What follows belongs to an exercise in optimizing a design on an open flow for small area; a production flow would make more cautious choices. Where RTL was checked, it was by simulation tests only, not by an equivalence proof against the original. Function not checked in runs 1 and 2: the RTL went through the layout flow alone. Power is estimated from default activity; no workload was simulated.

**design/flow/design.v**
```verilog
module datapath (datapath_in, vsel, asel, bsel, loada, loadb, loadc, loads,
                 writenum, write, readnum, clk, ALUop, shift, datapath_out, status);
  input  [15:0] datapath_in;
  input  [0:0]  vsel, asel, bsel, loada, loadb, loadc, loads;
  input  [2:0]  writenum;
  input  [0:0]  write;
  input  [2:0]  readnum;
  input  [0:0]  clk;
  input  [1:0]  ALUop;
  input  [1:0]  shift;
  output [15:0] datapath_out;
  output [0:0]  status;
  reg [15:0] R0, R1, R2, R3, R4, R5, R6, R7, A, B, C;
  reg        S;
  assign datapath_out = C;
  assign status = S;
  wire [7:0]  we, rs;
  wire [15:0] data_in;
  wire [15:0] rf, bb, alu, p, g;
  wire [16:0] cy;
  wire        zero;
  wire        t0, t1, t2, t03, nbi, sub, andop;
  wire [2:0] wn, rn;
  genvar k;
  generate
    for (k = 0; k < 3; k = k + 1) begin : dinv
      dp_inv iw (.a(writenum[k]), .y(wn[k]));
      dp_inv ir (.a(readnum[k]), .y(rn[k]));
    end
    for (k = 0; k < 8; k = k + 1) begin : dec
      dp_and4 dw (.a(write[0]), .b(k & 4 ? writenum[2] : wn[2]), .c(k & 2 ? writenum[1] : wn[1]),
                  .d(k & 1 ? writenum[0] : wn[0]), .y(we[k]));
      dp_and3 dr (.a(k & 4 ? readnum[2] : rn[2]), .b(k & 2 ? readnum[1] : rn[1]),
                  .c(k & 1 ? readnum[0] : rn[0]), .y(rs[k]));
    end
  endgenerate
  dp_ctl  ctl  (.ALUop(ALUop), .bsel(bsel[0]), .shift(shift), .t0(t0), .t1(t1),
                .t2(t2), .t03(t03), .nbi(nbi), .sub(sub), .andop(andop));
  always @(posedge clk) begin
    if (we[0]) R0 <= data_in;
    if (we[1]) R1 <= data_in;
    if (we[2]) R2 <= data_in;
    if (we[3]) R3 <= data_in;
    if (we[4]) R4 <= data_in;
    if (we[5]) R5 <= data_in;
    if (we[6]) R6 <= data_in;
    if (we[7]) R7 <= data_in;
    if (loada) A <= rf;
    if (loadb) B <= rf;
    if (loadc) C <= alu;
    if (loads) S <= zero;
  end
  assign cy[0] = sub;
  genvar i;
  generate
    for (i = 0; i < 16; i = i + 1) begin : sl
      wire dn;
      dp_mux2i dm (.a0(C[i]), .a1(datapath_in[i]), .s(vsel[0]), .y(dn));
      dp_inv   di (.a(dn), .y(data_in[i]));
      wire y1, y2;
      dp_aoi222 ra (.a1(rs[0]), .a2(R0[i]), .b1(rs[1]), .b2(R1[i]), .c1(rs[2]), .c2(R2[i]), .y(y1));
      dp_aoi222 rb (.a1(rs[3]), .a2(R3[i]), .b1(rs[4]), .b2(R4[i]), .c1(rs[5]), .c2(R5[i]), .y(y2));
      dp_rdtail rc (.y1(y1), .y2(y2), .a1(rs[6]), .a2(R6[i]), .b1(rs[7]), .b2(R7[i]), .y(rf[i]));
      if (i == 0) begin : b0
        wire ns;
        dp_aoi22 sa (.a1(t0), .a2(B[0]), .b1(t2), .b2(B[1]), .y(ns));
        dp_immx  sb (.ns(ns), .nbi(nbi), .d(datapath_in[0]), .sub(sub), .bb(bb[0]));
      end else if (i < 5) begin : imm
        wire ns;
        dp_aoi222 sa (.a1(t0), .a2(B[i]), .b1(t1), .b2(B[i-1]), .c1(t2), .c2(B[i+1]), .y(ns));
        dp_immx   sb (.ns(ns), .nbi(nbi), .d(datapath_in[i]), .sub(sub), .bb(bb[i]));
      end else if (i < 15) begin : mid
        dp_opb ob (.t0(t0), .t1(t1), .t2(t2), .b(B[i]), .bl(B[i-1]), .br(B[i+1]),
                   .sub(sub), .bb(bb[i]));
      end else begin : hi
        dp_opb15 ob (.t03(t03), .t1(t1), .b(B[15]), .bl(B[14]), .sub(sub), .bb(bb[15]));
      end
      wire xn;
      dp_nand2 an (.a(asel[0]), .b(A[i]), .y(xn));
      if (i % 2 == 0) begin : ev
        dp_xnor2 pp (.a(xn), .b(bb[i]), .y(p[i]));
        dp_and3  gg (.a(asel[0]), .b(A[i]), .c(bb[i]), .y(g[i]));
        dp_sum0  sm (.p(p[i]), .ci(cy[i]), .g(g[i]), .andop(andop), .r(alu[i]));
      end else begin : od
        dp_xor2  pp (.a(xn), .b(bb[i]), .y(p[i]));
        dp_nand3 gg (.a(asel[0]), .b(A[i]), .c(bb[i]), .y(g[i]));
        wire sn;
        dp_sn1   sx (.p0(p[i-1]), .g0(g[i-1]), .pn1(p[i]), .ci(cy[i-1]), .sn(sn));
        dp_mux2i sm (.a0(sn), .a1(g[i]), .s(andop), .y(alu[i]));
        if (i < 15) begin : cc
          dp_cy2 cy2 (.p0(p[i-1]), .g0(g[i-1]), .pn1(p[i]), .gn1(g[i]), .ci(cy[i-1]),
                      .co(cy[i+1]));
        end
      end
    end
  endgenerate
  wire zl, zh;
  dp_zlow  zr0 (.r(alu[11:0]), .y(zl));
  dp_or4   zr1 (.a(zl), .b(alu[12]), .c(alu[13]), .d(alu[14]), .y(zh));
  dp_nor2  zr2 (.a(zh), .b(alu[15]), .y(zero));
endmodule
module dp_ctl (input [1:0] ALUop, input bsel, input [1:0] shift,
               output t0, t1, t2, t03, nbi, sub, andop);
  wire pass = ALUop[1] & ALUop[0];
  wire e = bsel & ~pass;
  assign t0 = e & ~shift[1] & ~shift[0];
  assign t1 = e & ~shift[1] & shift[0];
  assign t2 = e & shift[1];
  assign t03 = e & ~(shift[1] ^ shift[0]);
  assign nbi = ~bsel & ~pass;
  assign sub = ~ALUop[1] & ALUop[0];
  assign andop = ALUop[1] & ~ALUop[0];
endmodule
module dp_aoi222 (input a1, a2, b1, b2, c1, c2, output y);
  assign y = ~((a1 & a2) | (b1 & b2) | (c1 & c2));
endmodule
module dp_aoi22 (input a1, a2, b1, b2, output y);
  assign y = ~((a1 & a2) | (b1 & b2));
endmodule
module dp_rdtail (input y1, y2, a1, a2, b1, b2, output y);
  assign y = ~(y1 & y2 & ~((a1 & a2) | (b1 & b2)));
endmodule
module dp_immx (input ns, nbi, d, sub, output bb);
  wire nbin = ns & ~(nbi & d);
  assign bb = ~(nbin ^ sub);
endmodule
module dp_opb (input t0, t1, t2, b, bl, br, sub, output bb);
  wire nbin = ~((t0 & b) | (t1 & bl) | (t2 & br));
  assign bb = ~(nbin ^ sub);
endmodule
module dp_opb15 (input t03, t1, b, bl, sub, output bb);
  wire nbin = ~((t03 & b) | (t1 & bl));
  assign bb = ~(nbin ^ sub);
endmodule
module dp_nand2 (input a, b, output y);
  assign y = ~(a & b);
endmodule
module dp_nand3 (input a, b, c, output y);
  assign y = ~(a & b & c);
endmodule
module dp_and3 (input a, b, c, output y);
  assign y = a & b & c;
endmodule
module dp_xor2 (input a, b, output y);
  assign y = a ^ b;
endmodule
module dp_xnor2 (input a, b, output y);
  assign y = ~(a ^ b);
endmodule
module dp_sum0 (input p, ci, g, andop, output r);
  assign r = andop ? g : (p ^ ci);
endmodule
module dp_sn1 (input p0, g0, pn1, ci, output sn);
  wire c1n = ~(g0 | (p0 & ci));
  assign sn = ~(pn1 ^ c1n);
endmodule
module dp_cy2 (input p0, g0, pn1, gn1, ci, output co);
  wire c1n = ~(g0 | (p0 & ci));
  assign co = ~(gn1 & (pn1 | c1n));
endmodule
module dp_inv (input a, output y);
  assign y = ~a;
endmodule
module dp_and4 (input a, b, c, d, output y);
  assign y = a & b & c & d;
endmodule
module dp_mux2i (input a0, a1, s, output y);
  assign y = ~(s ? a1 : a0);
endmodule
module dp_zlow (input [11:0] r, output y);
  assign y = ~(~|r[3:0] & ~|r[7:4] & ~|r[11:8]);
endmodule
module dp_or4 (input a, b, c, d, output y);
  assign y = a | b | c | d;
endmodule
module dp_nor2 (input a, b, output y);
  assign y = ~(a | b);
endmodule
```
**design/flow/run.sh**
```bash
#!/bin/bash
# synth_recipe.tcl (not shown) runs the flow's synth.tcl, then flattens the netlist and writes it again
# the make line also repeats each setting of config.mk as NAME=value (left out here)
make -C /OpenROAD-flow-scripts/flow DESIGN_CONFIG=/design/flow/config.mk WORK_HOME=/design/flow/orfs CLKGATE_MAP_FILE= SYNTH_SCRIPT=/design/flow/synth_recipe.tcl finish
```
**design/flow/config.mk**
```make
export PLATFORM = sky130hd
export DESIGN_NAME = datapath
export DESIGN_NICKNAME = datapath
export VERILOG_FILES = /design/flow/design.v
export SDC_FILE = /design/flow/constraint.sdc
export NUM_CORES = 4
export LEC_CHECK = 0
export CAP_MARGIN = 20
export CORE_MARGIN = 2
export CORE_UTILIZATION = 40
export GPL_TIMING_DRIVEN = 0
export SLEW_MARGIN = 20
export SYNTH_HIERARCHICAL = 1
```
**design/flow/constraint.sdc**
```tcl
create_clock -name core_clock -period 5.0 [get_ports {clk}]
set_input_delay 1.0000 -clock core_clock [delete_from_list [all_inputs] [get_ports {clk}]]
set_output_delay 1.0000 -clock core_clock [all_outputs]
set_load 0.01 [all_outputs]
```
==> summary.md, run 1 <==
The run gives 4,568 as the via count of the first global-routing pass. The clock reaches the later pin of the worst-skew pair after 0.43 ns. For this design the ratio of total power to cell area is 396 nW/µm². The average instance in the mapped netlist occupies 16.1 µm². Start-to-end type of the worst setup path: in -> reg.

Of the synthesized area, sequential elements account for 71.9%. The initial antenna violation count was 0. The count of H-tree levels built during CTS is 4, and the area inside the core boundary is 18,000 µm².

The layout has 1,516 filler cells. In the layout the commonest cells are 177 x edfxtp_1, 46 x a222oi_1, 44 x clkdlybuf4s50_1, 33 x xnor2_1, 25 x nand3_1. Entering global routing, the biggest net connects 33 pins. The global router's overall resource usage is 17.5%, and the arrival time of data at the critical path endpoint is 5.24 ns.

For this configuration, the core starts out at a cell density of 41.0%. Subtracting the final worst setup slack from the clock period gives 4.95 ns. The wire-length estimate of the detail-placed layout is 10,500 µm. Buffers placed on the I/O ports in this run total 51. Hold repair after CTS inserted 0 buffers. The count of different cell masters after synthesis came out at 24.

Including well taps, the total number of placed cells is 739. The pre-antenna-repair detailed-routing pass consisted of 6 iterations. The run gives 0 as the antenna violation net count after detailed routing.

The cell area that synthesis handed to floorplanning was 7390 µm². In the final layout, the share of cells above drive strength 1 is 18.8%. At the end of the flow, the number of nets in the layout was 587.

The detail-routed via count per cell came out at 5.61. Along the worst path, the maximum fanout reaches 4. The number of nets handed over by synthesis was 493.

The tools report the routed wire length as 16,900 µm. The run gives 0 as the final antenna diode count. The area growth from synthesis to layout is 23.8%. For this block, the initial DRC count from the detailed router was 475. For the number of clock buffers inserted by TritonCTS, the log shows 17. The path class of the tightest hold or removal check is reg -> reg.

The routed length per instance is 21.3 µm, and the buffer depth of the longest clock path is 2. After the flow finishes, the layout carries non-filler instances totaling 794. The tools report the total via count after detailed routing as 4,452.

The commonest non-fill, non-tap cell in the layout was edfxtp_1. The max-capacitance violation count was 0. The die is 140 µm wide.

After layout, the worst path uses 99.0% of the clock period. Setup repair after global routing could not meet its margin everywhere. Setup violations remaining at the end of the flow were counted as 0.

The number of clock sinks was 177; the actual transition at the worst max-transition pin was 1.02 ns. The synthesized design contains 177 register bits. For this run, design rule violations remaining after detail routing come to 0.

The tools report the final worst hold slack as 0.589 ns. The floorplan step defined a die boundary enclosing 19,600 µm². TritonCTS built the clock tree.

Headroom to the max-slew limit came out at 31.9%. The number of cells produced by synthesis was 458. The final number of hold-violating endpoints came out at 0. Critical path capture point type: a flop.

The overall power is 3.62 mW, and the leakage power summed over all cells is 3.15 nW. The logs give 241 µV for the worst voltage drop across the vdd grid and 0 for the global route total overflow. The clock transition at the registers of the reported paths is 0.07 ns.

The run finished with no timing, DRC or antenna violations. CTS placed an instance of clkbuf_16 at the clock tree root. Timing would allow up to 0.202 GHz. For the warning count from the yosys run, the log shows 7.

Site row count: 49. For the final weighted congestion in routability-driven placement, the log shows 0.758. The tools report the sort of element at the start of the critical path as a primary input. The tools report the first-pass GRT wire length as 25,300 µm.

The I/O pin count came out at 52. For the final database, setup skew stands at 0.00906 ns. The die is 140 µm tall.

For the final-report max-slew violation count, the log shows 0. The required arrival time at the worst endpoint came out at 5.29 ns.
-- per-stage QoR --
stage / utilization [%] / instance area [µm²] / worst slack [ns] / setup TNS, ns
global placement: 45.7 / 8230 / -1.37 / -5.13
floorplan: - / 7430 / -0.314 / -0.314
detailed placement: 45.7 / 8250 / -1.45 / -5.56
finish: 50.7 / 9150 / 0.0525 / 0
global route: 50.7 / 9150 / -0.119 / -0.119
CTS: 50.1 / 9030 / -0.251 / -0.251
-- flip-flops by register name (all words and copies together) (netlist names) --
register / count
C: 16
A: 16
R5: 16
R2: 16
R6: 16
S: 1
R3: 16
R0: 16
R1: 16
R4: 16
R7: 16
B: 16
-- modules after synthesis, one instance, submodules excluded, excerpt --
module	cell area, µm²	copies in the design	cells inside
dp_or4	7.51	1	1
dp_immx	20.0	5	2
dp_xnor2	8.76	8	1
datapath	5320	1	177
dp_aoi222	10.0	36	1
dp_opb15	21.3	1	2
dp_cy2	10.0	7	2
dp_nand2	3.75	16	1
dp_nand3	5.00	8	1
dp_ctl	72.6	1	10
dp_mux2i	10.0	24	1
dp_nor2	3.75	1	1
dp_rdtail	12.5	16	2
dp_aoi22	12.5	1	1
dp_zlow	23.8	1	4
-- timing repair --
action / CTS / global route
pin swaps: 15 / 25
resized for setup: 17 / 30
buffers inserted: 16 / 8
endpoints found under the setup margin: 6 / 3
-- kinds of logic after synthesis --
kind of cell	after synthesis	share of synthesized area (%)
AOI/OAI and AO/OA	101	11.7
and+or+nand+nor	84	6.15
xor gates and xnor gates	49	5.81
buffers and inverters	23	1.17
DFF	177	71.9
muxes	24	3.25
-- critical path, cell delays in order --
cell,delay (ns)
buf_8,0.10
a21bo_4,0.23
buf_6,0.12
nor3b_4,0.33
a222oi_1,0.12
a21boi_2,0.19
xnor2_2,0.18
xor2_2,0.21
o21ai_2,0.19
a21oi_2,0.08
o21ai_2,0.16
a21oi_2,0.08
o21ai_2,0.16
a21oi_2,0.08
o21ai_2,0.17
a21oi_2,0.08
o21ai_2,0.20
a21oi_2,0.08
xnor2_1,0.17
mux2i_1,0.12
nor4_1,0.30
nand3_1,0.18
or4_4,0.59
nor2_4,0.11
-- worst paths after layout --
path,startpoint,end,slack (ns),cells past startpoint
worst max-delay path,ALUop[1],S$_DFFE_PP_,0.05,24
worst min-delay path,R4[4]$_DFFE_PP_,B[4]$_DFFE_PP_,0.59,2
worst max register to register,B[1]$_DFFE_PP_,S$_DFFE_PP_,0.78,20
worst min register to register,R4[4]$_DFFE_PP_,B[4]$_DFFE_PP_,0.59,2
-- layout make-up --
class	instances	area [µm²]	area share (%)
sequential	177	5320	58.1
multi-input combinational	258	2140	23.4
timing repair buffer	75	712	7.78
clock buffer	17	425	4.65
tap	229	287	3.13
clock inverter	15	178	1.94
inverter	23	86.3	0.944
-- where the power goes --
part / switching [mW] / internal (mW) / leakage (nW)
logic: 0.278 / 0.218 / 1.21
clock network: 0.579 / 0.752 / 0.285
registers: 0.0385 / 1.76 / 1.66
total: 0.895 / 2.73 / 3.15
-- synth_stat cells, drive strengths merged --
| master | count | area [µm²] |
|---|---|---|
| and4 | 8 | 70.1 |
| and2b | 1 | 7.51 |
| nor3b | 1 | 12.5 |
| edfxtp | 177 | 5320 |
| nor4 | 3 | 18.8 |
| or4 | 1 | 7.51 |
| a222oi | 46 | 460 |
| a21oi | 16 | 110 |
| nand2 | 24 | 90.1 |
| nand3 | 25 | 125 |
| mux2i | 24 | 240 |
| a21bo | 1 | 16.3 |
| xnor2 | 40 | 350 |
| a22oi | 18 | 145 |
| o21ai | 15 | 75.1 |
| a21boi | 5 | 56.3 |
| nor2b | 1 | 6.26 |
| nor2 | 3 | 11.3 |
| and3 | 16 | 100 |
| nor3 | 1 | 5.00 |
| xor2 | 9 | 78.8 |
| inv | 23 | 86.3 |
-- routing by layer --
| metal | part of all wire (%) | global-route usage, % |
|---|---|---|
| met5 | 0 | 0 |
| met4 | 1.8 | 6.21 |
| met3 | 5.1 | 3.35 |
| met2 | 51 | 29.4 |
| met1 | 42 | 22.9 |
==> inputs of run 2 (changes only) <==
--- a/design/flow/design.v
+++ b/design/flow/design.v
@@ -96,6 +96,12 @@
   endgenerate
-  wire zl, zh;
-  dp_zlow  zr0 (.r(alu[11:0]), .y(zl));
-  dp_or4   zr1 (.a(zl), .b(alu[12]), .c(alu[13]), .d(alu[14]), .y(zh));
-  dp_nor2  zr2 (.a(zh), .b(alu[15]), .y(zero));
+  wire [7:0] zp;
+  wire [1:0] zq;
+  generate
+    for (k = 0; k < 8; k = k + 1) begin : zt
+      dp_nor2 z0 (.a(alu[2*k]), .b(alu[2*k+1]), .y(zp[k]));
+    end
+  endgenerate
+  dp_nand4 z1 (.a(zp[0]), .b(zp[1]), .c(zp[2]), .d(zp[3]), .y(zq[0]));
+  dp_nand4 z2 (.a(zp[4]), .b(zp[5]), .c(zp[6]), .d(zp[7]), .y(zq[1]));
+  dp_nor2  z3 (.a(zq[0]), .b(zq[1]), .y(zero));
 endmodule
@@ -169,7 +175,4 @@
 endmodule
-module dp_zlow (input [11:0] r, output y);
-  assign y = ~(~|r[3:0] & ~|r[7:4] & ~|r[11:8]);
-endmodule
-module dp_or4 (input a, b, c, d, output y);
-  assign y = a | b | c | d;
+module dp_nand4 (input a, b, c, d, output y);
+  assign y = ~(a & b & c & d);
 endmodule
--- a/design/flow/config.mk
+++ b/design/flow/config.mk
@@ -7,7 +7,9 @@
 export LEC_CHECK = 0
-export CAP_MARGIN = 20
+export CAP_MARGIN = 0
 export CORE_MARGIN = 2
-export CORE_UTILIZATION = 40
+export CORE_UTILIZATION = 60
+export CTS_BUF_LIST = sky130_fd_sc_hd__clkbuf_8
 export GPL_TIMING_DRIVEN = 0
-export SLEW_MARGIN = 20
+export SLEW_MARGIN = 0
 export SYNTH_HIERARCHICAL = 1
+export TNS_END_PERCENT = 0
==> run 2 against run 1 <==
Compared with the run above: critical path depth grew 3; still clean; largest power group unchanged; sequential cell count stayed put; largest cell class unchanged; final area fell by 4.2%.
==> summary.md, run 2 <==
The routed wire length was 16,700 µm (-0.94%). The clock network fraction of total power came out at 28.7% (-8.0 points). The tools report the clock root buffer as clkbuf_8. The delay of the slowest critical-path stage was 0.28 ns (-0.31 ns). The number of inserted filler cells in the final layout is 814 (-46%), and the number of iterations in the first detailed-routing pass is 8 (+2).

The met1 global-route usage was 36.5% (+14 points); the routed length per instance was 23.5 µm (+10%). The run gives 4 (unchanged) as the count of H-tree levels built during CTS. The leakage power summed over all cells was 3.03 nW (-3.9%).

The fraction of registers with async set or reset after synthesis works out to 0% (unchanged). The worst setup path is captured at a flop. The most numerous cell type found on the critical path is o21ai_2. For the iteration-0 DRC count of the detailed router, the log shows 642 (+35%). TritonCTS built the clock tree. The count of flip-flops with a built-in enable after synthesis was 177 (unchanged); the part of the cycle the worst path needs was 94.7% (-4.3 points). Achievable frequency: 0.211 GHz (+4.5%).

Post-synthesis average cell area: 16.0 µm² (-0.93%). The run gives 4.94 ns (-0.30 ns) as the arrival time of data at the critical path endpoint. The post-synthesis cell area is 7400 µm² (+0.15%). The number of cells produced by synthesis was 463 (+1.1%); the clock period minus final worst setup slack was 4.73 ns (-0.213 ns). The tools report the number of cells in the finished layout apart from fillers as 714 (-10%). The actual transition at the worst max-transition pin is 1.07 ns (+0.0518 ns).

The area share of the largest cell type after synthesis works out to 71.8% (-0.11 points). The logs give 42.7% (+13 points) for the global-route track usage on met2 and 15.3% (+1.6 points) for the combinational cell fraction of total power. Estimated wirelength of the detail-placed design: 10,300 µm (-2.0%). The library cells used most frequently in the layout, excluding fill and tap cells, are 177 x edfxtp_1, 46 x a222oi_1, 45 x clkdlybuf4s50_1, 35 x xnor2_1, 25 x inv_1. Clock transition at the registers of the reported paths: 0.10 ns (+0.03 ns). The run gives 0.842 mW (-5.9%) as the power spent charging and discharging nets. Among all cell types in the netlist, the one instantiated most often is edfxtp_1. The maximum fanout encountered on the critical timing path was 4 (unchanged). The layout cell share with drive strength beyond 1 was 16.8% (-2.0 points); the clock latency on the worst-skew pair was 0.46 ns (+0.03 ns).

For the worst voltage drop across the vdd grid, the log shows 290 µV (+21%). For this design, the slowest cell found on the critical path is nor3b_4. The logs give 55.9% (+6.3 points) for the share of total power in sequential cells and 0 (unchanged) for the final-report max-slew violation count. Library cell with the largest summed area after synthesis: edfxtp_1. The post-synthesis sequential element count was 177 (unchanged). The run gives 4,591 (+3.1%) as the total via count after detailed routing.

Global route total overflow: 0 (unchanged). The pre-CTS worst setup slack came out at -1.42 ns (+0.0253 ns). met2 is the most crowded layer.

The site row count is 40 (-18%). For the warning count from the yosys run, the log shows 7 (unchanged). The type of the most critical hold path was reg -> reg. The post-layout net count was 590 (+0.51%); the internal portion of total power was 2.37 mW (-13%). Start-to-end type of the worst setup path: in -> reg. The tools report the global router's overall resource usage as 26.5% (+8.9 points). Final setup violation count: 0 (unchanged).

Buffer depth of the longest clock path: 2 (unchanged). The die extent in y was 115 µm (-18%). For the final number of hold-violating endpoints, the log shows 0 (unchanged).

The most instantiated flip-flop cell in the synthesis netlist is edfxtp_1. For the worst slew margin relative to its limit, the log shows 28.5% (-3.5 points). The area inside the core boundary came out at 12,000 µm² (-33%). The initial cell density of the core was 61.6% (+21 points); the switching fraction of total power was 26.3% (+1.5 points).

Count of hold buffers inserted by post-cts repair: 0 (unchanged). The total die area is 13,200 µm² (-32%). The number of clock buffers inserted by TritonCTS is 17 (unchanged). The logs give 6.01% (+2.7 points) for the global routing usage on met3 and 662 (-10%) for the number of placed instances with taps included. The max-capacitance violation count came out at 0 (unchanged). The ratio of total power to cell area works out to 366 nW/µm² (-7.5%). Leaving out fill and tap cells, the most frequent cell in the layout is edfxtp_1.

The run gives 177 (unchanged) as the number of clock sinks. The logs give 25,200 µm (-0.27%) for the first-pass GRT wire length and 0 (unchanged) for the initial antenna violation count. The worst setup path is launched from a primary input. Sorting the synthesized cells by area gives the leading types as edfxtp_1 72%, a222oi_1 6.2%, xnor2_1 4.7%. The logs give 0.265 ns (+0.213 ns) for the post-layout worst setup margin and 0.0179 ns (+0.00881 ns) for the final worst clock skew. The number of I/O port buffers works out to 51 (unchanged). The detailed-route DRC error count was 0 (unchanged); the maximum number of pins on one net before global-route repair was 33 (unchanged). The required arrival time at the worst endpoint is 5.21 ns (-0.08 ns). The flow ran to the end and the layout has no timing, DRC or antenna violations. The antenna violation net count after detailed routing was 0 (unchanged). The final antenna diode count was 0 (unchanged). The via count of the first global-routing pass was 4,531 (-0.81%). The detail-routed via count per cell is 6.43 (+15%).

The count of different cell masters after synthesis is 23 (-4.2%). The I/O pin count came out at 52 (unchanged). For the synthesized netlist net count, the log shows 498 (+1.0%). The growth of design area from synthesis to finish was 18.4%. The final weighted congestion in routability-driven placement is 0.823 (+8.6%). The commonest cells after synthesis are 177 x edfxtp_1, 46 x a222oi_1, 40 x xnor2_1. The share of synthesized area occupied by flip-flops and latches is 71.8% (-0.11 points), and the x dimension of the die is 115 µm (-18%).
## run 2: cell types whose count changed in the layout (fill, tap and decap cells not counted), sizes merged
| cell | change |
|---|---|
| nand4 | +2 |
| or4 | -1 |
| nor4 | -3 |
| nand3 | -1 |
| clkinv | +2 |
| clkdlybuf4s50 | +1 |
| clkbuf | +1 |
| clkinvlp | -2 |
| dlymetal6s2s | -2 |
| bufinv | -1 |
| dlygate4sd2 | +4 |
| buf | -6 |
| nor2 | +8 |
## run 2: metal layers
layer,routed length [µm],vias up
li1,-,2089
met1,7030,2303
met2,8350,180
met3,1170,19
met4,193,0
met5,0,-
## run 2: power by group through the flow
stage,Sequential [mW],Clock (mW),Combinational [mW]
3_5_place_dp,1.82,0,0.450
2_1_floorplan,1.82,0,0.263
4_1_cts,1.79,0.935,0.471
5_1_grt,1.80,0.992,0.533
6_report,1.79,0.922,0.492
3_3_place_gp,1.82,0,0.430
## run 2: repair_timing
action / CTS / global route
gates resized for setup: 16 / 12
pin swaps: 15 / 16
setup buffers: 14 / 7
setup endpoints to repair: 5 / 2
## run 2: through the flow
step                power [mW]  instance area (µm²)  hold WS (ns)  TNS, ns  util, %
floorplan                 2.09                 7440         0.535   -0.171        -
global placement          2.25                 8140         0.556    -5.10     67.7
detailed placement        2.27                 8150         0.567    -5.92     67.9
CTS                       3.20                 8670         0.591        0     72.2
global route              3.33                 8760         0.619  -0.0105     72.9
finish                    3.21                 8760         0.585        0     72.9
## run 2: cells by family (layout without fill, tap and decap cells)
logic type	after synthesis	in the layout	share of synthesized area (%)
and+or+nand+nor	89	89	6.29
muxes	24	24	3.25
DFF	177	177	71.8
xor gates and xnor gates	49	49	5.80
buffers and inverters	23	127	1.17
AOI/OAI and AO/OA	101	101	11.7
## run 2: worst max-delay path, delay by kind of cell
kind,cells,cell delay (ns)
AO/OA/AOI/OAI,17,2.32
XOR/XNOR,3,0.51
buffers and inverters,2,0.38
multiplexers,1,0.19
AND/OR/NAND/NOR,4,0.55
## run 2: final timing paths
check | from | end | slack [ns] | depth (start not counted)
hold / removal | R4[3]$_DFFE_PP_ | B[3]$_DFFE_PP_ | 0.58 | 2
setup / recovery | bsel[0] | S$_DFFE_PP_ | 0.27 | 27
hold reg to reg | R4[3]$_DFFE_PP_ | B[3]$_DFFE_PP_ | 0.58 | 2
setup reg to reg | B[2]$_DFFE_PP_ | S$_DFFE_PP_ | 1.11 | 22
## run 2: layout make-up
type | instances | area (µm²) | share of cell area [%]
Clock inverter | 14 | 138 | 1.57
Timing Repair Buffer | 73 | 672 | 7.67
Tap cell | 147 | 184 | 2.10
Inverter | 23 | 86.3 | 0.986
Multi-Input combinational cell | 263 | 2130 | 24.3
Clock buffer | 17 | 234 | 2.67
Sequential cell | 177 | 5320 | 60.7
## run 2: per-module statistics from Yosys (local to each module, per instance), excerpt
module	flops+latches	times used
dp_nor2	0	9
dp_immx	0	5
dp_xor2	0	8
dp_nand3	0	8
dp_cy2	0	7
dp_and3	0	16
dp_ctl	0	1
dp_sum0	0	8
dp_nand4	0	2
dp_sn1	0	8
==> inputs of run 3 (changes only) <==
--- a/design/flow/design.v
+++ b/design/flow/design.v
@@ -79,16 +79,24 @@
       dp_nand2 an (.a(asel[0]), .b(A[i]), .y(xn));
-      if (i % 2 == 0) begin : ev
-        dp_xnor2 pp (.a(xn), .b(bb[i]), .y(p[i]));
-        dp_and3  gg (.a(asel[0]), .b(A[i]), .c(bb[i]), .y(g[i]));
-        dp_sum0  sm (.p(p[i]), .ci(cy[i]), .g(g[i]), .andop(andop), .r(alu[i]));
-      end else begin : od
-        dp_xor2  pp (.a(xn), .b(bb[i]), .y(p[i]));
-        dp_nand3 gg (.a(asel[0]), .b(A[i]), .c(bb[i]), .y(g[i]));
-        wire sn;
-        dp_sn1   sx (.p0(p[i-1]), .g0(g[i-1]), .pn1(p[i]), .ci(cy[i-1]), .sn(sn));
-        dp_mux2i sm (.a0(sn), .a1(g[i]), .s(andop), .y(alu[i]));
-        if (i < 15) begin : cc
-          dp_cy2 cy2 (.p0(p[i-1]), .g0(g[i-1]), .pn1(p[i]), .gn1(g[i]), .ci(cy[i-1]),
-                      .co(cy[i+1]));
+      dp_xor2  pp (.a(xn), .b(bb[i]), .y(p[i]));
+      dp_nand3 gg (.a(asel[0]), .b(A[i]), .c(bb[i]), .y(g[i]));
+      if (i % 2 == 1) begin : grp
+        wire y1;
+        if ((i / 2) % 2 == 0) begin : ev
+          dp_res_c  r0 (.pn(p[i-1]), .c(cy[i-1]), .gn(g[i-1]), .andop(andop), .r(alu[i-1]));
+          dp_hi_c   h1 (.pn0(p[i-1]), .gn0(g[i-1]), .c(cy[i-1]), .pn1(p[i]), .y(y1));
+          if (i < 15) begin : nx
+            wire pg, gg2;
+            dp_gp_t  gp (.pn0(p[i-1]), .gn0(g[i-1]), .pn1(p[i]), .gn1(g[i]), .p(pg), .g(gg2));
+            dp_cy_t  cc (.p(pg), .g(gg2), .c(cy[i-1]), .con(cy[i+1]));
+          end
+        end else begin : od
+          dp_res_cn r0 (.pn(p[i-1]), .cn(cy[i-1]), .gn(g[i-1]), .andop(andop), .r(alu[i-1]));
+          dp_hi_cn  h1 (.pn0(p[i-1]), .gn0(g[i-1]), .cn(cy[i-1]), .pn1(p[i]), .y(y1));
+          if (i < 15) begin : nx
+            wire pgn, ggn;
+            dp_gp_n  gp (.pn0(p[i-1]), .gn0(g[i-1]), .pn1(p[i]), .gn1(g[i]), .pn(pgn), .gn(ggn));
+            dp_cy_n  cc (.pn(pgn), .gn(ggn), .cn(cy[i-1]), .co(cy[i+1]));
+          end
         end
+        dp_mux2i m1 (.a0(y1), .a1(g[i]), .s(andop), .y(alu[i]));
       end
@@ -155,13 +163,2 @@
 endmodule
-module dp_sum0 (input p, ci, g, andop, output r);
-  assign r = andop ? g : (p ^ ci);
-endmodule
-module dp_sn1 (input p0, g0, pn1, ci, output sn);
-  wire c1n = ~(g0 | (p0 & ci));
-  assign sn = ~(pn1 ^ c1n);
-endmodule
-module dp_cy2 (input p0, g0, pn1, gn1, ci, output co);
-  wire c1n = ~(g0 | (p0 & ci));
-  assign co = ~(gn1 & (pn1 | c1n));
-endmodule
 module dp_inv (input a, output y);
@@ -175,2 +172,33 @@
 endmodule
+module dp_nor2 (input a, b, output y);
+  assign y = ~(a | b);
+endmodule
+module dp_res_c (input pn, c, gn, andop, output r);
+  assign r = andop ? ~gn : ~(pn ^ c);
+endmodule
+module dp_res_cn (input pn, cn, gn, andop, output r);
+  assign r = andop ? ~gn : (pn ^ cn);
+endmodule
+module dp_hi_c (input pn0, gn0, c, pn1, output y);
+  wire c1 = ~gn0 | (~pn0 & c);
+  assign y = pn1 ^ c1;
+endmodule
+module dp_hi_cn (input pn0, gn0, cn, pn1, output y);
+  wire c1 = ~gn0 | (~pn0 & ~cn);
+  assign y = pn1 ^ c1;
+endmodule
+module dp_gp_t (input pn0, gn0, pn1, gn1, output p, g);
+  assign p = ~(pn0 | pn1);
+  assign g = ~((pn1 | gn0) & gn1);
+endmodule
+module dp_gp_n (input pn0, gn0, pn1, gn1, output pn, gn);
+  assign pn = pn0 | pn1;
+  assign gn = (pn1 | gn0) & gn1;
+endmodule
+module dp_cy_t (input p, g, c, output con);
+  assign con = ~(g | (p & c));
+endmodule
+module dp_cy_n (input pn, gn, cn, output co);
+  assign co = ~((pn | cn) & gn);
+endmodule
 module dp_nand4 (input a, b, c, d, output y);
@@ -178,4 +206 @@
 endmodule
-module dp_nor2 (input a, b, output y);
-  assign y = ~(a | b);
-endmodule
--- a/design/flow/config.mk
+++ b/design/flow/config.mk
@@ -11,2 +11,3 @@
 export CTS_BUF_LIST = sky130_fd_sc_hd__clkbuf_8
+export GPL_ROUTABILITY_DRIVEN = 0
 export GPL_TIMING_DRIVEN = 0
==> run 3 against run 2 <==
Compared with the run above: area after synthesis is 0.96% higher; hold slack better by 0.010 ns; clock power is 2% higher; first-iteration DRC count is 18% lower; still clean on timing, DRC and antenna.
==> summary.md, run 3 <==
By count the netlist is led by 177 x edfxtp_1, 46 x a222oi_1, 32 x mux2i_1, 32 x nand3_1, 29 x xor2_1. The tools report the global route total overflow as 0 (unchanged). The tools report the final-report max-slew violation count as 0 (unchanged). The maximum fanout encountered on the critical timing path was 9 (+5); the area share of the largest cell type after synthesis was 71.1% (-0.69 points).

The tools report the sort of element at the start of the critical path as a primary input. The clock period minus final worst setup slack came out at 4.82 ns (+0.0835 ns). The tools report the arrival time of data at the critical path endpoint as 5.12 ns (+0.18 ns). The share of the core filled with cells is 72.5% (-0.47 points), and the actual transition at the worst max-transition pin is 1.09 ns (+0.0195 ns).

The routed length per instance is 22.0 µm (-6.4%). The logic depth of the worst register-to-register path was 19 (-14%); the share of synthesized area occupied by flip-flops and latches was 71.1% (-0.69 points). Initial antenna violation count: 0 (unchanged). The iteration-0 DRC count of the detailed router was 525 (-18%); the die extent in y was 116 µm (+0.47%).

The part of the cycle the worst path needs is 96.4% (+1.7 points). The tools report the clock latency on the worst-skew pair as 0.44 ns (-0.02 ns). The number of clock buffers inserted by TritonCTS is 17 (unchanged). The global router's overall resource usage is 24.8% (-1.7 points), and the growth of design area from synthesis to finish is 17.0%. The post-layout net count came out at 582 (-1.4%). Leaving out fill and tap cells, the most frequent cell in the layout is edfxtp_1.

Detailed-route DRC error count: 0 (unchanged). Maximum number of pins on one net before global-route repair: 33 (unchanged). The number of cells produced by synthesis came out at 466 (+0.65%). The synthesized netlist net count came out at 501 (+0.60%). For the count of different cell masters after synthesis, the log shows 26 (+13%). The logs give 13,400 µm² (+0.93%) for the total die area and 0 (unchanged) for the final number of hold-violating endpoints. The number of inserted filler cells in the final layout was 787 (-3.3%); the area inside the core boundary was 12,100 µm² (+0.42%). The run gives 35.1% (-1.4 points) as the met1 global-route usage.

The critical path capture point type was a flop. The fraction of registers with async set or reset after synthesis is 0% (unchanged). The worst voltage drop across the vdd grid came out at 269 µV (-7.3%). In the synthesized netlist the dominant register cell turns out to be edfxtp_1.

The library cell with the largest summed area after synthesis was edfxtp_1. The layout cell share with drive strength beyond 1 came out at 12.9% (-3.9 points). For the count of H-tree levels built during CTS, the log shows 4 (unchanged). Start of the worst register-to-register path: B[1]$_DFFE_PP_. The site row count is 40 (unchanged). The count of hold buffers inserted by post-cts repair came out at 0 (unchanged).

Leaving out fill and tap cells, the most frequent cells in the layout are 177 x edfxtp_1, 50 x clkdlybuf4s50_1, 46 x a222oi_1, 32 x mux2i_1, 32 x nand3_1. The logs give 6 (-2) for the number of iterations in the first detailed-routing pass and 39.6% (-3.0 points) for the global-route track usage on met2. The logs give 4.81% (-1.2 points) for the global routing usage on met3 and 0 (unchanged) for the max-capacitance violation count.

The post-synthesis sequential element count came out at 177 (unchanged). The endpoint identified for the worst register-to-register timing path is S$_DFFE_PP_. The first-pass GRT wire length was 23,900 µm (-5.2%). The logs give 52 (unchanged) for the I/O pin count and 61.9% (+0.34 points) for the initial cell density of the core. The buffer depth of the longest clock path is 2 (unchanged).

The tools report the overall power as 3.20 mW (-0.23%). Type of the most critical hold path: reg -> reg. The required arrival time at the worst endpoint was 5.30 ns (+0.09 ns). By startpoint and endpoint, the worst setup path is classified as in -> reg.

The logs give 1.24 ns (+0.13 ns) for the setup slack on the worst flop-to-flop path and 0.208 GHz (-1.7%) for the achievable frequency. The global routing stage identified its most utilized layer as met2. The start point of the worst min-delay path is R4[3]$_DFFE_PP_. The final antenna diode count was 0 (unchanged); the total via count after detailed routing was 4,519 (-1.6%).

After synthesis, the cell types taking the most area are edfxtp_1 71%, a222oi_1 6.2%, mux2i_1 4.3%. Routed wire length: 16,000 µm (-4.6%). The final setup violation count was 0 (unchanged). For the post-synthesis cell area, the log shows 7470 µm² (+0.96%). The depth of the worst hold-timing path was 2 (unchanged). Among all cell types in the netlist, the one instantiated most often is edfxtp_1.

The warning count from the yosys run came out at 7 (unchanged). TritonCTS built the clock tree. The clock transition at the registers of the reported paths came out at 0.10 ns (about the same). The count of flip-flops with a built-in enable after synthesis works out to 177 (unchanged). The sink of the worst hold path is A[3]$_DFFE_PP_.

The number of I/O port buffers works out to 51 (unchanged). The flow ran to the end and the layout has no timing, DRC or antenna violations. The antenna violation net count after detailed routing was 0 (unchanged).

CTS placed an instance of clkbuf_8 at the clock tree root. The tools report the via count of the first global-routing pass as 4,317 (-4.7%). The worst slew margin relative to its limit was 26.9% (-1.5 points); the post-synthesis average cell area was 16.0 µm² (+0.31%). The x dimension of the die came out at 116 µm (+0.47%).

Ratio of total power to cell area: 366 nW/µm² (about the same). For the number of clock sinks, the log shows 177 (unchanged). The logs give 3.00 nW (-0.85%) for the leakage power summed over all cells and 0.00998 ns (-0.00789 ns) for the final worst clock skew. The tools report the estimated wirelength of the detail-placed design as 10,100 µm (-1.2%). The detail-routed via count per cell is 6.21 (-3.5%).
==> run 3: cell count changes after synthesis, sizes merged <==
| cell | delta |
|---|---|
| a21oi | -11 |
| and3 | -8 |
| inv | +4 |
| mux2i | +8 |
| nand2 | -8 |
| nand3 | +8 |
| nor2 | +4 |
| o21a | +3 |
| or2 | +3 |
| xnor2 | -20 |
| xor2 | +20 |
==> run 3: what timing repair did <==
| item | CTS | global route |
|---|---|---|
| endpoints found under the hold margin | 0 | 0 |
| pin swaps | 4 | 9 |
| endpoints found under the setup margin | 4 | 2 |
| buffers inserted | 4 | 6 |
| gates resized for setup | 5 | 6 |
==> run 3: power by group <==
group	switching, mW	total (mW)	leakage, nW	internal, mW
Clock	0.526	0.936	0.198	0.410
Sequential	0.0389	1.80	1.66	1.76
Combinational	0.276	0.469	1.15	0.193
==> run 3: metal layers <==
layer / part of all wire (%) / vias to the layer above / routed length (µm)
met4: 1.3 / 0 / 201
met2: 48 / 175 / 7730
met1: 44 / 2242 / 6960
met3: 6.8 / 19 / 1090
li1: - / 2083 / -
met5: 0 / - / 0
==> run 3: how the worst max path moves through the flow <==
stage,startpoint,end,slack (ns),depth (start not counted)
global placement,bsel[0],S$_DFFE_PP_,-0.89,21
floorplan,bsel[0],S$_DFFE_PP_,0.29,20
global route,ALUop[1],S$_DFFE_PP_,-0.02,23
finish,ALUop[1],S$_DFFE_PP_,0.18,22
detailed placement,bsel[0],S$_DFFE_PP_,-0.96,21
CTS,ALUop[0],S$_DFFE_PP_,0.03,22
==> run 3: final cells by class <==
cell class,count,area [µm²],area share [%]
Sequential cell,177,5320,60.8
Multi-Input combinational cell,262,2110,24.1
Timing Repair Buffer,62,616,7.04
Clock buffer,17,234,2.68
Tap cell,168,210,2.41
Clock inverter,15,154,1.76
Inverter,27,101,1.16
==> run 3: modules after synthesis, one instance, submodules excluded, a selection <==
| module | flip-flops and latches | cells inside | cell area, µm² | times used |
|---|---|---|---|---|
| dp_and4 | 0 | 1 | 8.76 | 8 |
| dp_opb15 | 0 | 2 | 21.3 | 1 |
| dp_aoi22 | 0 | 1 | 12.5 | 1 |
| dp_nor2 | 0 | 1 | 3.75 | 9 |
| dp_nand2 | 0 | 1 | 3.75 | 16 |
| dp_hi_c | 0 | 3 | 21.3 | 4 |
| dp_res_cn | 0 | 2 | 18.8 | 4 |
| dp_xor2 | 0 | 1 | 8.76 | 16 |
| dp_gp_t | 0 | 2 | 8.76 | 4 |
| dp_inv | 0 | 1 | 3.75 | 22 |
| dp_gp_n | 0 | 2 | 13.8 | 3 |
| dp_cy_n | 0 | 1 | 5.00 | 3 |
==> run 3: metrics by stage <==
step                      setup WS, ns  cells  area [µm²]  hold WS [ns]  setup TNS, ns
final                            0.182    728        8740         0.595              0
after global routing           -0.0186    728        8740         0.614        -0.0186
after CTS                       0.0263    722        8670         0.592              0
after detailed placement        -0.962    686        8210         0.559          -3.74
after global placement          -0.892    685        8200         0.553          -3.20
after floorplan                  0.291    466        7480         0.535              0
==> run 3: critical path: stages <==
cell and delay, ns:
clkdlybuf4s50_1 0.52, a21bo_4 0.21, nor3_4 0.06, buf_12 0.15, a222oi_1 0.38, a21boi_2 0.23
xnor2_1 0.10, xor2_1 0.22, or2_1 0.26, o21ai_2 0.23, a21oi_2 0.11, o21ai_2 0.22
a21oi_2 0.10, buf_4 0.14, buf_4 0.12, buf_4 0.13, o21ai_2 0.14, xor2_1 0.17
mux2i_1 0.12, nor2_1 0.14, nand4_1 0.20, nor2_1 0.16
==> run 3: logic make-up (layout without fill, tap and decap cells) <==
kind of cell           after synthesis  count (layout)  synth area share, %
flip-flops                         177             177                 71.1
AO/OA/AOI/OAI                       93              93                 11.3
AND/OR/NAND/NOR                     88              88                 6.15
XOR/XNOR                            49              49                 5.74
multiplexers                        32              32                 4.29
buffers and inverters               27             121                 1.36
==> inputs of run 4 (changes only) <==
--- a/design/flow/config.mk
+++ b/design/flow/config.mk
@@ -11,3 +11,4 @@
 export CTS_BUF_LIST = sky130_fd_sc_hd__clkbuf_8
-export GPL_ROUTABILITY_DRIVEN = 0
+export CTS_CLUSTER_DIAMETER = 30
+export CTS_CLUSTER_SIZE = 8
 export GPL_TIMING_DRIVEN = 0
==> run 4 against run 3 <==
Compared with the run above: critical endpoint unchanged; critical path depth is the same; hold slack is the same; still clean on timing, DRC and antenna; die area is the same; area after synthesis is the same.
==> summary.md, run 4 <==
The run finished with no timing, DRC or antenna violations. The post-synthesis cell area is 7470 µm² (unchanged). The number of placed instances with taps included is 686 (unchanged). The total die area is 13,400 µm² (unchanged). For the routed length on met1, the log shows 6960 µm (unchanged).

In the layout the commonest cells are 177 x edfxtp_1, 50 x clkdlybuf4s50_1, 46 x a222oi_1, 32 x mux2i_1, 32 x nand3_1. The tree is rooted in a clkbuf_8. For the warning count from the yosys run, the log shows 7 (unchanged). The count of different cell masters after synthesis came out at 26 (unchanged). For the global route total overflow, the log shows 0 (unchanged). The number of cells in the finished layout apart from fillers came out at 728 (unchanged). For the arrival time of data at the critical path endpoint, the log shows 5.12 ns (about the same). The run gives 0.182 ns (unchanged) as the post-layout worst setup margin. For the final worst clock skew, the log shows 0.00998 ns (unchanged).

The run gives 23,900 µm (unchanged) as the first-pass GRT wire length. The ratio of total power to cell area came out at 366 nW/µm² (unchanged). The start-to-end type of the worst setup path was in -> reg.

The most instantiated flip-flop cell in the synthesis netlist was edfxtp_1. The number of cells produced by synthesis was 466 (unchanged); the synthesized netlist net count was 501 (unchanged). The maximum fanout encountered on the critical timing path was 9 (unchanged). The run gives 177 (unchanged) as the number of clock sinks. The library cell used most frequently in the layout, excluding fill and tap cells, is edfxtp_1. The clock period minus final worst setup slack was 4.82 ns (unchanged); the aggregate negative setup slack was 0 ns (unchanged).

Share of synthesized area occupied by flip-flops and latches: 71.1% (unchanged). The met2 layer wire length in the routed design is 7730 µm (unchanged). The initial antenna violation count is 0 (unchanged). The library cell with the largest summed area after synthesis is edfxtp_1.

Worst voltage drop across the vdd grid: 269 µV (unchanged). The amount of wire on met3 after detailed routing is 1090 µm (unchanged). The type of the most critical hold path was reg -> reg. The area share of the largest cell type after synthesis was 71.1% (unchanged). The detailed router used layers up to and including met4. The clock transition at the registers of the reported paths came out at 0.10 ns (about the same). Sorting the synthesized cells by area gives the leading types as edfxtp_1 71%, a222oi_1 6.2%, mux2i_1 4.3%.

The run gives 6 (unchanged) as the number of iterations in the first detailed-routing pass. The max-capacitance violation count is 0 (unchanged), and the detail-routed via count per cell is 6.21 (unchanged). The routed length per instance came out at 22.0 µm (unchanged). The number of I/O port buffers was 51 (unchanged); the final number of hold-violating endpoints was 0 (unchanged). In the synthesized netlist, the cells that appear most often are 177 x edfxtp_1, 46 x a222oi_1, 32 x mux2i_1, 32 x nand3_1, 29 x xor2_1. The run gives 33 (unchanged) as the maximum number of pins on one net before global-route repair. The actual transition at the worst max-transition pin is 1.09 ns (unchanged). The logs give 0 (unchanged) for the detailed-route DRC error count and 0 (unchanged) for the final setup violation count. The logs give 52 (unchanged) for the I/O pin count and 8210 µm² (unchanged) for the post-placement cell area. The pre-CTS worst setup slack was -0.962 ns (unchanged); the growth of design area from synthesis to finish was 17.0% (unchanged). The initial cell density of the core was 61.9% (unchanged); the area inside the core boundary was 12,100 µm² (unchanged). The final antenna diode count is 0 (unchanged). Cell with the most instances after synthesis: edfxtp_1. The post-layout net count is 582 (unchanged).

The buffer depth of the longest clock path was 2 (unchanged). Fraction of registers with async set or reset after synthesis: 0% (unchanged). The number of clock buffers inserted by TritonCTS is 17 (unchanged). Iteration-0 DRC count of the detailed router: 525 (unchanged).

STA classifies the critical path endpoint as a flop. The layout cell share with drive strength beyond 1 is 12.9% (unchanged), and the post-synthesis sequential element count is 177 (unchanged). The worst setup path is launched from a primary input. The estimated wirelength of the detail-placed design is 10,100 µm (unchanged), and the total non-filler cell area in the finished layout is 8740 µm² (unchanged). Antenna violation net count after detailed routing: 0 (unchanged). The required arrival time at the worst endpoint was 5.30 ns (about the same); the worst slew margin relative to its limit was 26.9% (unchanged). The final-report max-slew violation count was 0 (unchanged). The achievable frequency came out at 0.208 GHz (unchanged). The via count of the first global-routing pass was 4,317 (unchanged). The post-synthesis average cell area is 16.0 µm² (unchanged), and the part of the cycle the worst path needs is 96.4% (unchanged). The tools report the total via count after detailed routing as 4,519 (unchanged). The site row count came out at 40 (unchanged). The count of H-tree levels built during CTS is 4 (unchanged), and the clock latency on the worst-skew pair is 0.44 ns (about the same). For the global router's overall resource usage, the log shows 24.8% (unchanged). The count of flip-flops with a built-in enable after synthesis is 177 (unchanged). The leakage power summed over all cells is 3.00 nW (unchanged). The congestion estimate from routability-driven global placement came to 0.835. The x dimension of the die is 116 µm (unchanged), and the die extent in y is 116 µm (unchanged). For the routed wire length, the log shows 16,000 µm (unchanged). TritonCTS built the clock tree.
==> run 4: worst max-delay path, stage by stage <==
cell             delay (ns)
clkdlybuf4s50_1        0.52
a21bo_4                0.21
nor3_4                 0.06
buf_12                 0.15
a222oi_1               0.38
a21boi_2               0.23
xnor2_1                0.10
xor2_1                 0.22
or2_1                  0.26
o21ai_2                0.23
a21oi_2                0.11
o21ai_2                0.22
a21oi_2                0.10
buf_4                  0.14
buf_4                  0.12
buf_4                  0.13
o21ai_2                0.14
xor2_1                 0.17
mux2i_1                0.12
nor2_1                 0.14
nand4_1                0.20
nor2_1                 0.16
==> run 4: worst paths after layout <==
path,end,start,depth (start not counted),slack [ns]
setup reg to reg,S$_DFFE_PP_,B[1]$_DFFE_PP_,19,1.24
hold / removal,A[3]$_DFFE_PP_,R4[3]$_DFFE_PP_,2,0.59
hold reg to reg,A[3]$_DFFE_PP_,R4[3]$_DFFE_PP_,2,0.59
setup / recovery,S$_DFFE_PP_,ALUop[1],22,0.18
==> run 4: per-stage QoR <==
step	total power, mW	utilization (%)	hold slack, ns
2_1_floorplan	2.08	-	0.535
3_3_place_gp	2.25	68.0	0.553
3_5_place_dp	2.27	68.1	0.559
4_1_cts	3.20	71.9	0.592
5_1_grt	3.32	72.5	0.614
6_report	3.20	72.5	0.595
==> run 4: power breakdown <==
group | switching [mW] | internal (mW)
clock | 0.526 | 0.410
combinational | 0.276 | 0.193
sequential | 0.0389 | 1.76
==> run 4: layer usage <==
metal | vias up | global-route usage [%]
met5 | - | 0
met4 | 0 | 7.31
met3 | 19 | 4.81
met2 | 175 | 39.6
met1 | 2242 | 35.1
li1 | 2083 | -
==> run 4: final cells by class <==
class	instances	area [µm²]
sequential	177	5320
fill	787	3320
multi-input combinational	262	2110
timing repair buffer	62	616
clock buffer	17	234
tap	168	210
clock inverter	15	154
inverter	27	101
==> run 4: timing repair <==
item / in CTS / in global routing
setup endpoints to repair: 4 / 2
gates cloned: 0 / 0
gates resized for setup: 5 / 6
buffers inserted: 4 / 6
pin swaps: 4 / 9
hold buffers: 0 / 0
==> run 4: cells by family (layout without fill, tap and decap cells) <==
kind of cell    Yosys count  count (layout)  share of synthesized area [%]
flops                   177             177                           71.1
simple gates             88              88                           6.15
buf+inv                  27             121                           1.36
mux                      32              32                           4.29
xor+xnor                 49              49                           5.74
compound gates           93              93                           11.3
==> run 4: per-module statistics from Yosys (local to each module, per instance), a selection <==
module	area, µm²	times used
dp_ctl	72.6	1
dp_immx	20.0	5
dp_res_cn	18.8	4
dp_hi_cn	17.5	4
dp_gp_n	13.8	3
dp_aoi22	12.5	1
dp_aoi222	10.0	36
dp_mux2i	10.0	24
dp_cy_t	8.76	4
dp_nand4	6.26	2
dp_cy_n	5.00	3
dp_nand3	5.00	16
==> inputs of run 5 (changes only) <==
--- a/design/flow/config.mk
+++ b/design/flow/config.mk
@@ -11,4 +11,2 @@
 export CTS_BUF_LIST = sky130_fd_sc_hd__clkbuf_8
-export CTS_CLUSTER_DIAMETER = 30
-export CTS_CLUSTER_SIZE = 8
 export GPL_TIMING_DRIVEN = 0
==> run 5 against run 4 <==
Compared with the run above: setup slack unchanged; area after synthesis stayed put; combinational power barely moved; final area unchanged; routed wire length unchanged; maximum frequency unchanged; global-route usage unchanged; critical endpoint unchanged; largest cell class unchanged.
==> summary.md, run 5 <==
The flow ran to the end and the layout has no timing, DRC or antenna violations. The final setup violation count was 0 (unchanged); the final weighted congestion in routability-driven placement was 0.835 (unchanged). The worst setup path is captured at a flop.

The most used flip-flop cell after synthesis is edfxtp_1. The depth of the worst hold-timing path was 2 (unchanged). The number of I/O port buffers is 51 (unchanged).

The routed wire length is 16,000 µm (unchanged), and the post-synthesis share of cell area spent on xor and xnor gates is 5.74% (unchanged). The clock period minus final worst setup slack is 4.82 ns (unchanged), and the number of clock buffers inserted by TritonCTS is 17 (unchanged). After synthesis, the largest family of logic cells by area is compound AO/OA/AOI/OAI gates.

The first-pass GRT wire length was 23,900 µm (unchanged); the clock transition at the registers of the reported paths was 0.10 ns (about the same). The run gives 4,519 (unchanged) as the total via count after detailed routing. The worst voltage drop across the vdd grid was 269 µV (unchanged). The tools report the clock latency on the worst-skew pair as 0.44 ns (about the same).

The detailed-route DRC error count was 0 (unchanged). The tools report the final worst clock skew as 0.00998 ns (unchanged). The post-layout net count was 582 (unchanged). The site row count came out at 40 (unchanged).

The logs give 4,317 (unchanged) for the via count of the first global-routing pass and 0 (unchanged) for the max-capacitance violation count. The logic depth of the worst register-to-register path was 19 (unchanged). Walking the worst path, the cells encountered are clkdlybuf4s50_1 -> a21bo_4 -> nor3_4 -> buf_12 -> a222oi_1 -> a21boi_2 -> xnor2_1 -> xor2_1 -> or2_1 -> o21ai_2 -> a21oi_2 -> o21ai_2 -> a21oi_2 -> buf_4 -> buf_4 -> buf_4 -> o21ai_2 -> xor2_1 -> mux2i_1 -> nor2_1 -> nand4_1 -> nor2_1. The count of flip-flops with a built-in enable after synthesis is 177 (unchanged).

The growth of design area from synthesis to finish was 17.0% (unchanged); the delay of the slowest critical-path stage was 0.52 ns (about the same). The required arrival time at the worst endpoint was 5.30 ns (about the same). The start of the worst register-to-register path is B[1]$_DFFE_PP_. The logs give 501 (unchanged) for the synthesized netlist net count and 52 (unchanged) for the I/O pin count. The final worst hold slack was 0.595 ns (unchanged). The x dimension of the die is 116 µm (unchanged), and the final antenna diode count is 0 (unchanged). The share of synthesized area occupied by flip-flops and latches was 71.1% (unchanged). The tools report the count of hold buffers inserted by post-cts repair as 0 (unchanged).

The sort of element at the start of the critical path was a primary input. The tools report the buffer depth of the longest clock path as 2 (unchanged). Achievable frequency: 0.208 GHz (unchanged). The warning count from the yosys run is 7 (unchanged), and the simple-gate area share of the yosys netlist is 6.15% (unchanged). Total die area: 13,400 µm² (unchanged).

The tools report the post-synthesis cell area as 7470 µm² (unchanged). The maximum fanout encountered on the critical timing path was 9 (unchanged). Leaving out fill and tap cells, the most frequent cell in the layout is edfxtp_1. The tools report the estimated wirelength of the detail-placed design as 10,100 µm (unchanged). The root buffer cell chosen for the clock tree is clkbuf_8.

The share of cell area taken by muxes after synthesis works out to 4.29% (unchanged). The slowest library cell on the worst path is clkdlybuf4s50_1. The actual transition at the worst max-transition pin is 1.09 ns (unchanged), and the fraction of registers with async set or reset after synthesis is 0% (unchanged).

The post-layout worst setup margin is 0.182 ns (unchanged), and the global route total overflow is 0 (unchanged). In this run the critical register-to-register path is captured at S$_DFFE_PP_. For the antenna violation net count after detailed routing, the log shows 0 (unchanged).

The worst hold path belongs to the class reg -> reg. The logs give 177 (unchanged) for the number of clock sinks and 0 (unchanged) for the final-report max-slew violation count. The ratio of total power to cell area is 366 nW/µm² (unchanged).

The detail-routed via count per cell was 6.21 (unchanged). The run gives 525 (unchanged) as the iteration-0 DRC count of the detailed router. Sorting the synthesized cells by area gives the leading types as edfxtp_1 71%, a222oi_1 6.2%, mux2i_1 4.3%. For the count of different cell masters after synthesis, the log shows 26 (unchanged). The leakage power summed over all cells is 3.00 nW (unchanged), and the maximum number of pins on one net before global-route repair is 33 (unchanged).

The post-synthesis sequential element count works out to 177 (unchanged). Arrival time of data at the critical path endpoint: 5.12 ns (about the same). Counting instances in the post-synthesis netlist gives the leading cell types as 177 x edfxtp_1, 46 x a222oi_1, 32 x mux2i_1, 32 x nand3_1, 29 x xor2_1. The number of iterations in the first detailed-routing pass is 6 (unchanged), and the adder-cell share of the synthesized area is 0% (unchanged). The biggest area contributor in the post-synthesis netlist is edfxtp_1. The top cell types in the final layout, fill and taps aside, are 177 x edfxtp_1, 50 x clkdlybuf4s50_1, 46 x a222oi_1, 32 x mux2i_1, 32 x nand3_1. The worst slew margin relative to its limit is 26.9% (unchanged), and the part of the cycle the worst path needs is 96.4% (unchanged). The tools report the initial antenna violation count as 0 (unchanged). The area share of the largest cell type after synthesis was 71.1% (unchanged); the count of H-tree levels built during CTS was 4 (unchanged).

The die extent in y came out at 116 µm (unchanged). The area inside the core boundary is 12,100 µm² (unchanged), and the initial cell density of the core is 61.9% (unchanged). The start-to-end type of the worst setup path was in -> reg.

For the final number of hold-violating endpoints, the log shows 0 (unchanged). The pre-CTS worst setup slack was -0.962 ns (unchanged). TritonCTS built the clock tree. Post-synthesis compound-gate area fraction: 11.3% (unchanged). The layout cell share with drive strength beyond 1 was 12.9% (unchanged). The path with the worst hold slack has its endpoint at A[3]$_DFFE_PP_. Cell with the most instances after synthesis: edfxtp_1.

The run gives 24.8% (unchanged) as the global router's overall resource usage. Post-synthesis average cell area: 16.0 µm² (unchanged). The routed length per instance is 22.0 µm (unchanged), and the setup slack on the worst flop-to-flop path is 1.24 ns (about the same). The tools report the start point of the worst min-delay path as R4[3]$_DFFE_PP_. The number of cells produced by synthesis came out at 466 (unchanged).
[run 5: cell counts after synthesis]
Identical to the previous run, type by type.
[run 5: final cells by class]
class / instances / area [µm²]
Fill cell: 787 / 3320
Timing Repair Buffer: 62 / 616
Tap cell: 168 / 210
Sequential cell: 177 / 5320
Clock inverter: 15 / 154
Inverter: 27 / 101
Multi-Input combinational cell: 262 / 2110
Clock buffer: 17 / 234
[run 5: how the worst max path moves through the flow]
stage               startpoint           to  slack, ns
floorplan              bsel[0]  S$_DFFE_PP_       0.29
global placement       bsel[0]  S$_DFFE_PP_      -0.89
detailed placement     bsel[0]  S$_DFFE_PP_      -0.96
CTS                   ALUop[0]  S$_DFFE_PP_       0.03
global route          ALUop[1]  S$_DFFE_PP_      -0.02
finish                ALUop[1]  S$_DFFE_PP_       0.18
[run 5: repair_timing]
item                                   4_1_cts  5_1_grt
setup endpoints to repair                    4        2
buffers inserted                             4        6
endpoints found under the hold margin        0        0
resized for setup                            5        6
pin swaps                                    4        9
[run 5: cells by family (layout without fill, tap and decap cells)]
logic type                after synthesis  count (layout)
AOI/OAI and AO/OA                      93              93
buffers and inverters                  27             121
muxes                                  32              32
DFF                                   177             177
and+or+nand+nor                        88              88
xor gates and xnor gates               49              49
[run 5: per-module statistics from Yosys, one instance, submodules excluded, excerpt]
| module | cell area (µm²) | cells | flip-flops and latches | copies in the design |
|---|---|---|---|---|
| dp_gp_n | 13.8 | 2 | 0 | 3 |
| dp_hi_c | 21.3 | 3 | 0 | 4 |
| dp_and3 | 6.26 | 1 | 0 | 8 |
| dp_res_cn | 18.8 | 2 | 0 | 4 |
| dp_mux2i | 10.0 | 1 | 0 | 24 |
| dp_inv | 3.75 | 1 | 0 | 22 |
| dp_nand2 | 3.75 | 1 | 0 | 16 |
| dp_gp_t | 8.76 | 2 | 0 | 4 |
| dp_hi_cn | 17.5 | 2 | 0 | 4 |
| dp_opb15 | 21.3 | 2 | 0 | 1 |
| dp_cy_n | 5.00 | 1 | 0 | 3 |
[run 5: stage by stage]
step	cells	area [µm²]	util [%]	TNS, ns	total power [mW]
6_report	728	8740	72.5	0	3.20
3_5_place_dp	686	8210	68.1	-3.74	2.27
3_3_place_gp	685	8200	68.0	-3.20	2.25
5_1_grt	728	8740	72.5	-0.0186	3.32
4_1_cts	722	8670	71.9	0	3.20
2_1_floorplan	466	7480	-	0	2.08
[run 5: report_power, final]
part | switching [mW] | total [mW] | leakage (nW) | internal, mW
Combinational | 0.276 | 0.469 | 1.15 | 0.193
Clock | 0.526 | 0.936 | 0.198 | 0.410
Sequential | 0.0389 | 1.80 | 1.66 | 1.76
Total | 0.841 | 3.20 | 3.00 | 2.36
[run 5: metal layers]
layer  part of all wire [%]  global-route usage (%)
met1                     44                    35.1
met4                    1.3                    7.31
met5                      0                       0
met3                    6.8                    4.81
met2                     48                    39.6
[run 5: critical path, delay by kind of cell]
family | cells | cell delay (ns)
xor+xnor | 3 | 0.49
mux | 1 | 0.12
simple gates | 5 | 0.82
buf+inv | 5 | 1.06
compound gates | 8 | 1.62
==> inputs of run 6 (changes only) <==
--- a/design/flow/config.mk
+++ b/design/flow/config.mk
@@ -11,2 +11,4 @@
 export CTS_BUF_LIST = sky130_fd_sc_hd__clkbuf_8
+export CTS_CLUSTER_DIAMETER = 300
+export CTS_CLUSTER_SIZE = 30
 export GPL_TIMING_DRIVEN = 0
==> run 6 against run 5 <==
Compared with the run above: still clean on timing, DRC and antenna; clock power about the same; final area unchanged; maximum frequency unchanged; routed wire length unchanged; critical endpoint unchanged.
==> summary.md, run 6 <==
The flow ran to the end and the layout has no timing, DRC or antenna violations. The post-placement cell area was 8210 µm² (unchanged). The die extent in y was 116 µm (unchanged). The count of H-tree levels built during CTS was 4 (unchanged). The clock transition at the registers of the reported paths came out at 0.10 ns (about the same). Ranked by total cell area, the synthesized netlist is headed by edfxtp_1 71%, a222oi_1 6.2%, mux2i_1 4.3%. The run gives 10,100 µm (unchanged) as the estimated wirelength of the detail-placed design. The post-synthesis cell area was 7470 µm² (unchanged); the post-synthesis average cell area was 16.0 µm² (unchanged). Leakage power summed over all cells: 3.00 nW (unchanged). The power spent charging and discharging nets was 0.841 mW (unchanged); the part of the cycle the worst path needs was 96.4% (unchanged).

The number of I/O port buffers was 51 (unchanged). For the required arrival time at the worst endpoint, the log shows 5.30 ns (about the same). The most instantiated flip-flop cell in the synthesis netlist is edfxtp_1. The final antenna diode count is 0 (unchanged).

The run gives 0 (unchanged) as the count of hold buffers inserted by post-cts repair. STA classifies the critical path endpoint as a flop. The tools report the warning count from the yosys run as 7 (unchanged).

The logs give 2 (unchanged) for the buffer depth of the longest clock path and 8740 µm² (unchanged) for the total non-filler cell area in the finished layout. The sort of element at the start of the critical path is a primary input. The internal portion of total power is 2.36 mW (unchanged). Actual transition at the worst max-transition pin: 1.09 ns (unchanged). The logs give 29.3% (about the same) for the clock network fraction of total power and 61.9% (unchanged) for the initial cell density of the core. The start-to-end type of the worst setup path was in -> reg.

Antenna violation net count after detailed routing: 0 (unchanged). Final-report max-slew violation count: 0 (unchanged). Leaving out fill and tap cells, the most frequent cell in the layout is edfxtp_1.

Site row count: 40 (unchanged). The number of clock sinks is 177 (unchanged). The fraction of registers with async set or reset after synthesis is 0% (unchanged).

Among all cell types in the netlist, the one instantiated most often is edfxtp_1. The synthesized netlist net count is 501 (unchanged), and the layout cell share with drive strength beyond 1 is 12.9% (unchanged). The library cells used most frequently in the layout, excluding fill and tap cells, are 177 x edfxtp_1, 50 x clkdlybuf4s50_1, 46 x a222oi_1, 32 x mux2i_1, 32 x nand3_1. The detail-routed via count per cell works out to 6.21 (unchanged). The number of iterations in the first detailed-routing pass is 6 (unchanged), and the total via count after detailed routing is 4,519 (unchanged). The growth of design area from synthesis to finish is 17.0% (unchanged), and the final number of hold-violating endpoints is 0 (unchanged). The clock period minus final worst setup slack was 4.82 ns (unchanged); the number of inserted filler cells in the final layout was 787 (unchanged).

The tools report the post-layout net count as 582 (unchanged). The share of the core filled with cells was 72.5% (unchanged); the number of placed instances with taps included was 686 (unchanged). The initial antenna violation count was 0 (unchanged); the setup slack on the worst flop-to-flop path was 1.24 ns (about the same).
## run 6: cell counts in the layout (fill, tap and decap cells not counted)
Identical to the previous run, type by type.
## run 6: through the flow
stage	setup WS [ns]	hold slack (ns)
2_1_floorplan	0.291	0.535
3_3_place_gp	-0.892	0.553
3_5_place_dp	-0.962	0.559
4_1_cts	0.0263	0.592
5_1_grt	-0.0186	0.614
6_report	0.182	0.595
## run 6: path summary, 6_finish.rpt
| path | from | end | depth (start not counted) |
|---|---|---|---|
| setup / recovery | ALUop[1] | S$_DFFE_PP_ | 22 |
| hold / removal | R4[3]$_DFFE_PP_ | A[3]$_DFFE_PP_ | 2 |
| setup reg to reg | B[1]$_DFFE_PP_ | S$_DFFE_PP_ | 19 |
| hold reg to reg | R4[3]$_DFFE_PP_ | A[3]$_DFFE_PP_ | 2 |
## run 6: final cells by class
cell class	count	area (µm²)	share of cell area [%]
clock inverter	15	154	1.76
tap	168	210	2.41
sequential	177	5320	60.8
inverter	27	101	1.16
clock buffer	17	234	2.68
multi-input combinational	262	2110	24.1
timing repair buffer	62	616	7.04
## run 6: timing repair
item / 4_1_cts / 5_1_grt
buffers inserted: 4 / 6
endpoints found under the setup margin: 4 / 2
gates resized for setup: 5 / 6
pin swaps: 4 / 9
## run 6: metal layers
| layer | part of all wire [%] | global-route usage [%] | vias to the layer above | routed length (µm) |
|---|---|---|---|---|
| met4 | 1.3 | 7.31 | 0 | 201 |
| li1 | - | - | 2083 | - |
| met1 | 44 | 35.1 | 2242 | 6960 |
| met2 | 48 | 39.6 | 175 | 7730 |
| met5 | 0 | 0 | - | 0 |
| met3 | 6.8 | 4.81 | 19 | 1090 |
## run 6: power groups by stage
stage          Sequential [mW]  Clock, mW  Combinational [mW]
3_3_place_gp              1.82          0               0.429
4_1_cts                   1.79      0.951               0.453
3_5_place_dp              1.83          0               0.446
6_report                  1.80      0.936               0.469
5_1_grt                   1.80       1.01               0.514
2_1_floorplan             1.83          0               0.259
## run 6: cell families (layout without fill, tap and decap cells)
logic type | count (synthesis) | after routing | synth area share [%]
AND/OR/NAND/NOR | 88 | 88 | 6.15
XOR/XNOR | 49 | 49 | 5.74
flip-flops | 177 | 177 | 71.1
multiplexers | 32 | 32 | 4.29
AO/OA/AOI/OAI | 93 | 93 | 11.3
buffers and inverters | 27 | 121 | 1.36
## run 6: per-module statistics from Yosys, one instance, submodules excluded, excerpt
| module | area (µm²) | cells | flops+latches |
|---|---|---|---|
| dp_mux2i | 10.0 | 1 | 0 |
| dp_rdtail | 12.5 | 2 | 0 |
| dp_and4 | 8.76 | 1 | 0 |
| dp_ctl | 72.6 | 10 | 0 |
| dp_nand4 | 6.26 | 1 | 0 |
| datapath | 5320 | 177 | 177 |
| dp_and3 | 6.26 | 1 | 0 |
| dp_hi_cn | 17.5 | 2 | 0 |
| dp_opb15 | 21.3 | 2 | 0 |
| dp_gp_t | 8.76 | 2 | 0 |
| dp_cy_n | 5.00 | 1 | 0 |
| dp_nor2 | 3.75 | 1 | 0 |
| dp_hi_c | 21.3 | 3 | 0 |
| dp_aoi22 | 12.5 | 1 | 0 |
## run 6: worst max-delay path, stage by stage
cell	delay (ns)
clkdlybuf4s50_1	0.52
a21bo_4	0.21
nor3_4	0.06
buf_12	0.15
a222oi_1	0.38
a21boi_2	0.23
xnor2_1	0.10
xor2_1	0.22
or2_1	0.26
o21ai_2	0.23
a21oi_2	0.11
o21ai_2	0.22
a21oi_2	0.10
buf_4	0.14
buf_4	0.12
buf_4	0.13
o21ai_2	0.14
xor2_1	0.17
mux2i_1	0.12
nor2_1	0.14
nand4_1	0.20
nor2_1	0.16
